What follows belongs to an exercise in optimizing a design on an open flow for small area, a short achievable clock period and few clock cycles per item; a production flow would make more cautious choices.
Where RTL was checked, it was by simulation tests only, not by an equivalence proof against the original.

==> run K: inputs <==
==> flow/design.v (excerpt) <==
module multi #(parameter N = 32) (a,b,clk,out,load,done);
  input [N-1:0] a,b;
  input clk,load;
  output [2*N-1:0] out;
  output done;
  reg [136:0] r;
  reg dn;
  wire neg0 = b[1];
  wire one0_0, two0_0, ng0_0;
  benc ue0_0 (b[1], b[0], 1'b0, one0_0, two0_0, ng0_0);
  wire one0_1, two0_1, ng0_1;
  benc ue0_1 (b[1], b[0], 1'b0, one0_1, two0_1, ng0_1);
  wire one0_2, two0_2, ng0_2;
  benc ue0_2 (b[1], b[0], 1'b0, one0_2, two0_2, ng0_2);
  wire one0_3, two0_3, ng0_3;
  benc ue0_3 (b[1], b[0], 1'b0, one0_3, two0_3, ng0_3);
  wire neg1 = b[3];
  wire one1_0, two1_0, ng1_0;
  benc ue1_0 (b[3], b[2], b[1], one1_0, two1_0, ng1_0);
  wire one1_1, two1_1, ng1_1;
  benc ue1_1 (b[3], b[2], b[1], one1_1, two1_1, ng1_1);
  wire one1_2, two1_2, ng1_2;
  benc ue1_2 (b[3], b[2], b[1], one1_2, two1_2, ng1_2);
  wire one1_3, two1_3, ng1_3;
  benc ue1_3 (b[3], b[2], b[1], one1_3, two1_3, ng1_3);
  wire neg2 = b[5];
  wire one2_0, two2_0, ng2_0;
  benc ue2_0 (b[5], b[4], b[3], one2_0, two2_0, ng2_0);
  wire one2_1, two2_1, ng2_1;
  benc ue2_1 (b[5], b[4], b[3], one2_1, two2_1, ng2_1);
  wire one2_2, two2_2, ng2_2;
  benc ue2_2 (b[5], b[4], b[3], one2_2, two2_2, ng2_2);
  wire one2_3, two2_3, ng2_3;
  benc ue2_3 (b[5], b[4], b[3], one2_3, two2_3, ng2_3);
  wire neg3 = b[7];
  wire one3_0, two3_0, ng3_0;
  benc ue3_0 (b[7], b[6], b[5], one3_0, two3_0, ng3_0);
  wire one3_1, two3_1, ng3_1;
  benc ue3_1 (b[7], b[6], b[5], one3_1, two3_1, ng3_1);
  wire one3_2, two3_2, ng3_2;
  benc ue3_2 (b[7], b[6], b[5], one3_2, two3_2, ng3_2);
  wire one3_3, two3_3, ng3_3;
  benc ue3_3 (b[7], b[6], b[5], one3_3, two3_3, ng3_3);
  wire neg4 = b[9];
  wire one4_0, two4_0, ng4_0;
  benc ue4_0 (b[9], b[8], b[7], one4_0, two4_0, ng4_0);
  wire one4_1, two4_1, ng4_1;
  benc ue4_1 (b[9], b[8], b[7], one4_1, two4_1, ng4_1);
  wire one4_2, two4_2, ng4_2;
  benc ue4_2 (b[9], b[8], b[7], one4_2, two4_2, ng4_2);
  wire one4_3, two4_3, ng4_3;
  benc ue4_3 (b[9], b[8], b[7], one4_3, two4_3, ng4_3);
  wire neg5 = b[11];
  wire one5_0, two5_0, ng5_0;
  benc ue5_0 (b[11], b[10], b[9], one5_0, two5_0, ng5_0);
  wire one5_1, two5_1, ng5_1;
  benc ue5_1 (b[11], b[10], b[9], one5_1, two5_1, ng5_1);
  wire one5_2, two5_2, ng5_2;
  ...
Settings: LEC_CHECK=0, ABC_AREA=1, CAP_MARGIN=20, CORE_MARGIN=2, CORE_UTILIZATION=50, SLEW_MARGIN=20, SYNTH_HIERARCHICAL=1; clock period 4.0 ns.
run.sh (not shown) runs the stock make flow with config.mk's settings and CLKGATE_MAP_FILE= SYNTH_SCRIPT=/design/flow/synth_recipe.tcl, a recipe that flattens the netlist after the stock synthesis.
==> run C: changes against run K <==
- CORE_UTILIZATION: 50 -> 65
==> summary.txt <==
* Min setup slack post-route at -0.272 ns
* Via density at 5.87
* Layout check faults: negative setup slack
* Antenna diode count at 0
* Vias in the first global route at 29.1k
* Outcome: finished with violations
* Highest Signal Layer: met5
* Final setup viols at 48
* Met2 Resource Use GR at 56.2%
* Tap cell count at 837
* Fmax at 234 MHz
* Starting Density at 50.6%
* Largest net degree at the start of global routing at 76
-- figures above: run K

==> summary.txt <==
* Outcome: aborted with a tool error
* Fail Step: 5_1_grt
* Error msg: [ERROR GRT-0232] Routing congestion too high. Check the congestion heatmap in the GUI.
* Starting Density at 65.5%
* Largest net degree at the start of global routing at 93
* Met2 Resource Use GR at 108%
-- figures above: run C

Function was not checked in any run of this note: the RTL went through the layout flow alone.

---

==> v16 <==
multi, a different RTL version from the one above (not shown whole).
==> flow/design.v (excerpt) <==
module multi #(parameter N = 32) (a,b,clk,out,load,done);
  input [N-1:0] a,b;
  input clk,load;
  output [2*N-1:0] out;
  output done;
  reg [152:0] r;
  reg dn;
  wire neg0 = b[1];
  wire one0_0, two0_0, ng0_0;
  benc ue0_0 (b[1], b[0], 1'b0, one0_0, two0_0, ng0_0);
  wire one0_1, two0_1, ng0_1;
  benc ue0_1 (b[1], b[0], 1'b0, one0_1, two0_1, ng0_1);
  wire neg1 = b[3];
  wire one1_0, two1_0, ng1_0;
  benc ue1_0 (b[3], b[2], b[1], one1_0, two1_0, ng1_0);
  wire one1_1, two1_1, ng1_1;
  benc ue1_1 (b[3], b[2], b[1], one1_1, two1_1, ng1_1);
  wire neg2 = b[5];
  wire one2_0, two2_0, ng2_0;
  benc ue2_0 (b[5], b[4], b[3], one2_0, two2_0, ng2_0);
  wire one2_1, two2_1, ng2_1;
  benc ue2_1 (b[5], b[4], b[3], one2_1, two2_1, ng2_1);
  wire neg3 = b[7];
  wire one3_0, two3_0, ng3_0;
  benc ue3_0 (b[7], b[6], b[5], one3_0, two3_0, ng3_0);
  wire one3_1, two3_1, ng3_1;
  benc ue3_1 (b[7], b[6], b[5], one3_1, two3_1, ng3_1);
  wire neg4 = b[9];
  wire one4_0, two4_0, ng4_0;
  ...
Settings: LEC_CHECK=0, ABC_AREA=1, CAP_MARGIN=20, CORE_MARGIN=2, CORE_UTILIZATION=50, SETUP_SLACK_MARGIN=0.1, SLEW_MARGIN=20, SYNTH_HIERARCHICAL=1; clock period 4.0 ns.
==> inputs of v36, as changes to v16 <==
--- a/flow/config.mk
+++ b/flow/config.mk
@@ -9,6 +9,7 @@
 export CAP_MARGIN = 20
 export CORE_MARGIN = 2
 export CORE_UTILIZATION = 50
+export PLACE_DENSITY = 0.75
 export SETUP_SLACK_MARGIN = 0.1
 export SLEW_MARGIN = 20
 export SYNTH_HIERARCHICAL = 1
==> inputs of v1, as changes to v16 <==
--- a/flow/config.mk
+++ b/flow/config.mk
@@ -9,6 +9,6 @@
 export CAP_MARGIN = 20
 export CORE_MARGIN = 2
 export CORE_UTILIZATION = 50
-export SETUP_SLACK_MARGIN = 0.1
+export SETUP_SLACK_MARGIN = 0.05
 export SLEW_MARGIN = 20
 export SYNTH_HIERARCHICAL = 1
==> summary of the runs <==
- v36 finished but fails on setup timing. v1 produced a clean layout. v16 completed without violations.
- Utilization: v36 is higher than v1 (0.90 points).
- In die area, v36 and v1 do not differ.
- The highest count of clock-buffer cells in the layout belongs to v16, the lowest to v36.
- In synthesized area, v36 and v1 do not differ.
- Flip-flop and latch count is the same in v36 and v1.
==> figures <==
metric                                                     v16                         v36           v1
Max-slew headroom at the worst pin                       0.386                       0.530        0.494
Outcome                               timing/DRC/antenna clean  complete, but fails checks  timing/DRC/antenna clean
Violated checks                                              -                setup timing            -
Met1 Use GR                                              0.486                       0.430        0.493
Worst Setup Slack, final                             0.0708 ns                  -0.0228 ns    0.0668 ns
Vias in the first global route                           27.8k                       28.3k        27.4k
Data arrival time of the critical path                 4.13 ns                     4.20 ns      4.10 ns
Vias per std cell                                         5.77                        6.11         5.74
Via Count                                                27.5k                       29.1k        27.1k
Setup TNS after final layout                              0 ns                  -0.0302 ns         0 ns
Multi-input logic area                               24700 µm²                   25000 µm²    24700 µm²
Largest net degree at the start of global routing           87                          72           66
Testbench counts of v16, summed over its fixed seeds: cycles 2,048, items 2,048.
Testbench counts of v36, summed over its fixed seeds: cycles 2,048, items 2,048.
Testbench counts of v1, summed over its fixed seeds: cycles 2,048, items 2,048.

## afterwards: timing with drivers on the ports
How much do the figures lean on ideal ports? The routed layouts below were timed once more, with nothing changed but the port constraints. Step 1 sets driving cells, clkbuf_16 on the clock port and buf_2 on the other inputs (assumed; they add their load-dependent delay and slew). Step 2, shift: input delay + t, output delay - t, t = (earliest + latest rising clock arrival at the registers) / 2. This alone moves slack from input paths to output paths. a / b / c = ideal / step 1 / step 2; a / b = the first two.
run	shift t [ns]	setup slack, ns	hold slack, ns	pins driven straight from the clock port
run K	0.489	-0.272 / -0.265 / -0.754	0.926 / 0.893 / 1.382	1
v16	0.500	0.071 / 0.028 / -0.472	0.896 / 0.877 / 1.377	1
v36	0.499	-0.023 / -0.001 / -0.500	0.858 / 0.835 / 1.334	1
v1	0.494	0.067 / 0.054 / -0.440	0.825 / 0.803 / 1.298	1
With both steps, setup timing fails in v16 and v1, where it was met with ideal ports. The setup slack of v16, which loses most, moves by -0.043 ns with the drivers and by -0.543 ns with both steps.
